Context: an optimization exercise on an open-source flow, tuned for small area. The choices shown serve that exercise and are no tape-out recipe.
Where RTL was checked, it was by simulation tests only, not by an equivalence proof against the original.

run Y:
==> flow/design.v (excerpt) <==
module linear_transfomation (
	input			clock,
	input			rst_n,
	input			cal_begin,
	output			cal_valid,
	input  [11:0]	indata,
	output [11:0]	outdata,
	input  [11:0]	C00, C01, C02, C03, C04, C05, C06, C07, C08,
	input  [11:0]	C09, C10, C11, C12, C13, C14, C15, C16
);
reg  [3:0]	cnt;		 
wire		ready = cnt[3] & cnt[0];
always @(posedge clock, negedge rst_n)
	if (~rst_n)			cnt <= 4'd0;
	else if (ready)		cnt <= cal_begin ? 4'd0 : 4'd9;
	else				cnt <= cnt + 4'd1;
assign cal_valid = ready & ~cal_begin;
reg [11:0]	x;
always @(posedge clock) x <= indata;
wire		full	= ~|x[7:0] & |x[11:8];
wire [3:0]	s		= x[11:8] - {3'd0, full};
wire [2:0]	j		= s[3:1];
wire [3:0]	e		= {1'b0, j} + {3'd0, s[0]};
wire [11:0]	o01		= j[0] ? C03 : C01;
wire [11:0]	o23		= j[0] ? C07 : C05;
wire [11:0]	o45		= j[0] ? C11 : C09;
wire [11:0]	o67		= j[0] ? C15 : C13;
wire [11:0]	o03		= j[1] ? o23 : o01;
wire [11:0]	o47		= j[1] ? o67 : o45;
wire [11:0]	codd	= j[2] ? o47 : o03;
wire [11:0]	e01		= e[0] ? C02 : C00;
wire [11:0]	e23		= e[0] ? C06 : C04;
wire [11:0]	e45		= e[0] ? C10 : C08;
wire [11:0]	e67		= e[0] ? C14 : C12;
wire [11:0]	e03		= e[1] ? e23 : e01;
wire [11:0]	e47		= e[1] ? e67 : e45;
wire [11:0]	ceven	= e[3] ? C16 : e[2] ? e47 : e03;
wire [11:0]	c_lo	= s[0] ? codd  : ceven;
wire [11:0]	t		= codd + ~ceven + {11'd0, ~s[0]};
wire [11:0]	dc		= t ^ {12{s[0]}};
reg [11:0]	c1;
reg [7:0]	d1, u1;
reg			full1;
  ...
Size: ~630 cells after synthesis, about 93 flip-flops, ~230 I/O pins, about 6800 µm² of cells after synthesis.
==> module linear_transfomation, before the edit <==
module linear_transfomation (
	input			clock,
	input			rst_n,
	input			cal_begin,
	output			cal_valid,
	input  [11:0]	indata,
	output [11:0]	outdata,
	input  [11:0]	C00, C01, C02, C03, C04, C05, C06, C07, C08,
	input  [11:0]	C09, C10, C11, C12, C13, C14, C15, C16
);
reg  [3:0]	cnt;		 
wire		ready = cnt[3] & cnt[0];
always @(posedge clock, negedge rst_n)
	if (~rst_n)			cnt <= 4'd0;
	else if (ready)		cnt <= cal_begin ? 4'd0 : 4'd9;
	else				cnt <= cnt + 4'd1;
assign cal_valid = ready & ~cal_begin;
reg [11:0]	x;
always @(posedge clock) x <= indata;
wire		full	= ~|x[7:0] & |x[11:8];
wire [3:0]	s		= x[11:8] - {3'd0, full};
wire [2:0]	j		= s[3:1];
wire [3:0]	e		= {1'b0, j} + {3'd0, s[0]};
wire [11:0]	o01		= j[0] ? C03 : C01;
wire [11:0]	o23		= j[0] ? C07 : C05;
wire [11:0]	o45		= j[0] ? C11 : C09;
wire [11:0]	o67		= j[0] ? C15 : C13;
wire [11:0]	o03		= j[1] ? o23 : o01;
wire [11:0]	o47		= j[1] ? o67 : o45;
wire [11:0]	codd	= j[2] ? o47 : o03;
wire [11:0]	e01		= e[0] ? C02 : C00;
wire [11:0]	e23		= e[0] ? C06 : C04;
wire [11:0]	e45		= e[0] ? C10 : C08;
wire [11:0]	e67		= e[0] ? C14 : C12;
wire [11:0]	e03		= e[1] ? e23 : e01;
wire [11:0]	e47		= e[1] ? e67 : e45;
wire [11:0]	ceven	= e[3] ? C16 : e[2] ? e47 : e03;
wire [11:0]	c_lo	= s[0] ? codd  : ceven;
wire [11:0]	t		= codd + ~ceven + {11'd0, ~s[0]};
wire [11:0]	dc		= t ^ {12{s[0]}};
reg [11:0]	c1;
reg [7:0]	d1, u1;
reg			full1;
always @(posedge clock) begin
	c1		<= c_lo;
	d1		<= dc[11:4];
	u1		<= x[7:0];
	full1	<= full;
end
wire [15:0]	p		= full1 ? {d1, 8'd0} : u1 * d1;
wire [11:0]	a		= {p[15:5], |p[4:2]};
reg [11:0]	y3, y4, y5, y6;
always @(posedge clock) begin
	y3 <= c1 + a;
	y4 <= y3;
	y5 <= y4;
	y6 <= y5;
end
assign outdata = y6;
endmodule
Settings: LEC_CHECK=0, ABC_AREA=0, CAP_MARGIN=20, CORE_MARGIN=2, CORE_UTILIZATION=40, PLACE_DENSITY=0.6, SLEW_MARGIN=20; clock period 5.5 ns.
standard.sh (not shown) runs the stock make flow with config.mk's settings and CLKGATE_MAP_FILE= SYNTH_SCRIPT=/design/flow/synth_recipe.tcl, a recipe that flattens the netlist after the stock synthesis.
==> flow/flow/run.sh <==
#!/bin/bash
# Standard layout, with the port buffers made from the smallest buffer cell,
# a clock tree of small buffers without dummy loads, and power (area)
# recovery on paths with positive slack.
export BUFFER_PORTS_ARGS="-buffer_cell sky130_fd_sc_hd__buf_1"
export CTS_ARGS="-sink_clustering_enable -repair_clock_nets -dont_use_dummy_load -buf_list {sky130_fd_sc_hd__clkbuf_4 sky130_fd_sc_hd__clkbuf_8}"
export RECOVER_POWER=100
bash standard.sh > standard.log 2>&1
In summary, run Y completed successfully, with a layout that passed the timing, DRC and antenna checks.
## Diff of input files: run A against run Y
--- a/flow/design.v
+++ b/flow/design.v
@@ -47,13 +47,14 @@
 	d1		<= dc[11:4];
 	u1		<= x[7:0];
 	full1	<= full;
 end
-wire [15:0]	p		= full1 ? {d1, 8'd0} : u1 * d1;
-wire [11:0]	a		= {p[15:5], |p[4:2]};
+wire [15:0]	m		= u1 * d1 + {d1 & {8{full1}}, 8'd0}
+					+ {c1[11:1], c1[0], c1[0], c1[0], 2'b00};
+wire [4:0]	pl		= u1[4:0] * d1[4:0];
 reg [11:0]	y3, y4, y5, y6;
 always @(posedge clock) begin
-	y3 <= c1 + a;
+	y3 <= {m[15:5], c1[0] ^ (|pl[4:2])};
 	y4 <= y3;
 	y5 <= y4;
 	y6 <= y5;
 end
Going from run Y to run A, largest stage delay on the critical path roughly the same; number of vias in the routed layout moved down; hold slack now sits higher; area used by multi-input combinational logic now smaller; final worst-path setup slack now larger.
Critical path depth for run A is lower than for run Y.
Relative to run Y, the filler-free cell count of the finished design measured on run A has decreased by a few percent.
For run A, only the layout was checked, not whether the RTL still works.

linear_transfomation, a different RTL version from the one above (not shown whole).
Size: ~610 cells after synthesis, about 110 flip-flops, roughly 230 I/O pins, roughly 6100 um2 of cells after synthesis.
clock: 5.5 ns
lec_check: 0
abc_area: 0
cap_margin: 20
core_margin: 2
core_utilization: 40
place_density: 0.6
slew_margin: 20
Scripts as last shown in full above: flow/flow/run.sh
Then changed:
--- a/flow/design.v
+++ b/flow/design.v
@@ -11,45 +11,46 @@
 );
 reg  [3:0]	cnt;		 
 wire		ready = cnt[3] & cnt[0];
 always @(posedge clock, negedge rst_n)
 	if (~rst_n)			cnt <= 4'd0;
 	else if (ready)		cnt <= cal_begin ? 4'd0 : 4'd9;
 	else				cnt <= cnt + 4'd1;
 assign cal_valid = ready & ~cal_begin;
-wire		full0	= ~|indata[7:0] & |indata[11:8];
-wire [3:0]	s0		= indata[11:8] - {3'd0, full0};
-wire [3:0]	e0		= {1'b0, s0[3:1]} + {3'd0, s0[0]};
-reg [7:0]	jo;			 
-reg [8:0]	eo;			 
-reg			odd, full;
-reg [7:0]	u;
-always @(posedge clock) begin
-	jo		<= 8'd1 << s0[3:1];
-	eo		<= 9'd1 << e0;
-	odd		<= s0[0];
-	full	<= full0;
-	u		<= indata[7:0];
-end
-wire [11:0]	codd	= ({12{jo[0]}} & C01 | {12{jo[1]}} & C03) | ({12{jo[2]}} & C05 | {12{jo[3]}} & C07)
-					| ({12{jo[4]}} & C09 | {12{jo[5]}} & C11) | ({12{jo[6]}} & C13 | {12{jo[7]}} & C15);
-wire [11:0]	ceven	= ({12{eo[0]}} & C00 | {12{eo[1]}} & C02 | {12{eo[2]}} & C04)
-					| ({12{eo[3]}} & C06 | {12{eo[4]}} & C08 | {12{eo[5]}} & C10)
-					| ({12{eo[6]}} & C12 | {12{eo[7]}} & C14 | {12{eo[8]}} & C16);
-wire [11:0]	c_lo	= odd ? codd  : ceven;
-wire [11:0]	t		= codd + ~ceven + {11'd0, ~odd};
-wire [11:0]	dc		= t ^ {12{odd}};
+reg [11:0]	x;
+always @(posedge clock) x <= indata;
+wire		full	= ~|x[7:0] & |x[11:8];
+wire [3:0]	s		= x[11:8] - {3'd0, full};
+wire [2:0]	j		= s[3:1];
+wire [3:0]	e		= {1'b0, j} + {3'd0, s[0]};
+wire [11:0]	o01		= j[0] ? C03 : C01;
+wire [11:0]	o23		= j[0] ? C07 : C05;
+wire [11:0]	o45		= j[0] ? C11 : C09;
+wire [11:0]	o67		= j[0] ? C15 : C13;
+wire [11:0]	o03		= j[1] ? o23 : o01;
+wire [11:0]	o47		= j[1] ? o67 : o45;
+wire [11:0]	codd	= j[2] ? o47 : o03;
+wire [11:0]	e01		= e[0] ? C02 : C00;
+wire [11:0]	e23		= e[0] ? C06 : C04;
+wire [11:0]	e45		= e[0] ? C10 : C08;
+wire [11:0]	e67		= e[0] ? C14 : C12;
+wire [11:0]	e03		= e[1] ? e23 : e01;
+wire [11:0]	e47		= e[1] ? e67 : e45;
+wire [11:0]	ceven	= e[3] ? C16 : e[2] ? e47 : e03;
+wire [11:0]	c_lo	= s[0] ? codd  : ceven;
+wire [11:0]	t		= codd + ~ceven + {11'd0, ~s[0]};
+wire [11:0]	dc		= t ^ {12{s[0]}};
 reg [11:0]	c1;
 reg [7:0]	d1, u1;
 reg			full1;
 always @(posedge clock) begin
 	c1		<= c_lo;
 	d1		<= dc[11:4];
-	u1		<= u;
+	u1		<= x[7:0];
 	full1	<= full;
 end
 wire b1, b2, b3, b4, b5, b6, b7, b8, b9, b10, b11, b12, b13, b14, b15, b16, b17, b18, b19, b20, b21, b22, b23, b24, b25, b26, b27, b28, b29, b30, b31, b32, b33, b34, b35, b36, b37, b38, b39, b40, b41, b42, b43, b44, b45, b46, b47, b48, b49, b50, b51, b52, b53, b54, b55, b56, b57, b58, b59, b60, b61, b62, b63, b64, b65, b66, b67, b68, b69, b70, b71, b72, b73, b74, b75, b76, b77, b78, b79, s80, k81, s82, k83, s84, k85, s86, k87, s88, k89, s90, k91, s92, k93, s94, k95, s96, k97, s98, k99, s100, k101, s102, k103, s104, k105, s106, k107, s108, k109, s110, k111, s112, k113, s114, k115, s116, k117, s118, k119, s120, k121, s122, k123, s124, k125, s126, k127, s128, k129, s130, k131, s132, k133, s134, k135, s136, k137, s138, k139, s140, k141, s142, k143, s144, k145, s146, k147, s148, k149, s150, k151, s152, k153, s154, k155, s156, k157, s158, k159, s160, k161, s162, k163, s164, k165, s166, k167, s168, k169, s170, k171, s172, k173, s174, k175, s176, k177, s178, k179, s180, k181, s182, k183, s184, k185, s186, k187, s188, k189, s190, k191;
 assign b1 = (u1[0] & d1[0]);
 assign b2 = (u1[0] & d1[1]);
 assign b3 = (u1[1] & d1[0]);
 assign b4 = (u1[0] & d1[2]);
 assign b5 = (u1[1] & d1[1]);
@@ -251,17 +252,21 @@
 assign m[2] = ra[2] ^ rb[2] ^ rc[2];
 assign rc[3] = (ra[2] & rb[2]) | (ra[2] & rc[2]) | (rb[2] & rc[2]);
 assign m[3] = ra[3] ^ rb[3] ^ rc[3];
 assign rc[4] = (ra[3] & rb[3]) | (ra[3] & rc[3]) | (rb[3] & rc[3]);
 assign m[4] = ra[4] ^ rb[4] ^ rc[4];
 assign rc[5] = (ra[4] & rb[4]) | (ra[4] & rc[4]) | (rb[4] & rc[4]);
 assign m[5] = ra[5] ^ rb[5] ^ rc[5];
 assign rc[6] = (ra[5] & rb[5]) | (ra[5] & rc[5]) | (rb[5] & rc[5]);
-assign m[15:6] = ra[15:6] + rb[15:6] + rc[6];
+assign m[6] = ra[6] ^ rb[6] ^ rc[6];
+assign rc[7] = (ra[6] & rb[6]) | (ra[6] & rc[6]) | (rb[6] & rc[6]);
+assign m[7] = ra[7] ^ rb[7] ^ rc[7];
+assign rc[8] = (ra[7] & rb[7]) | (ra[7] & rc[7]) | (rb[7] & rc[7]);
+assign m[15:8] = ra[15:8] + rb[15:8] + rc[8];
 reg [11:0]	y3, y4, y5, y6;
 always @(posedge clock) begin
 	y3 <= {m[15:5], c1[0] ? &m[4:2] : |m[4:2]};
 	y4 <= y3;
 	y5 <= y4;
 	y6 <= y5;
 end
 assign outdata = y6;
Effect: Worst setup slack got worse by 0.042 ns. Cell count goes down by 2.5%. Clock-buffer cell count is unchanged. Global-route usage is lower by 3.3 points. Sequential cell count drops by 15. Non-clock buffer count grows by 19. Register-to-register slack loses 0.04 ns.
No functional check of the RTL was part of the second run of this note.

==> what the ideal ports hide <==
Ports are ideal in the flow. The routed layouts listed here were re-timed in OpenROAD.
Step 1 assumes that a clkbuf_16 drives the clock port and a buf_2 every other input.
Step 2 moves the port delays by t, midway between the first and last clock arrival at a register: inputs arrive t later, outputs are due t later. That takes back most of the time a late clock gives input paths.
Slacks: ideal ports / drivers / drivers and shift; pairs: ideal ports / drivers.
run | t, ns | setup WS [ns] | worst hold slack (ns) | worst setup path after step 2
run Y | 0.385 | 0.258 / 0.258 / 0.258 | 0.297 / 0.297 / 0.297 | register to register
run A | 0.385 | 0.424 / 0.424 / 0.424 | 0.323 / 0.323 / 0.323 | register to register
the first run of note 2 | 0.409 | 0.350 / 0.350 / 0.350 | 0.320 / 0.320 / 0.320 | register to register
the second run of note 2 | 0.374 | 0.307 / 0.307 / 0.307 | 0.308 / 0.308 / 0.308 | register to register
After both steps setup and hold are still met in every run listed.
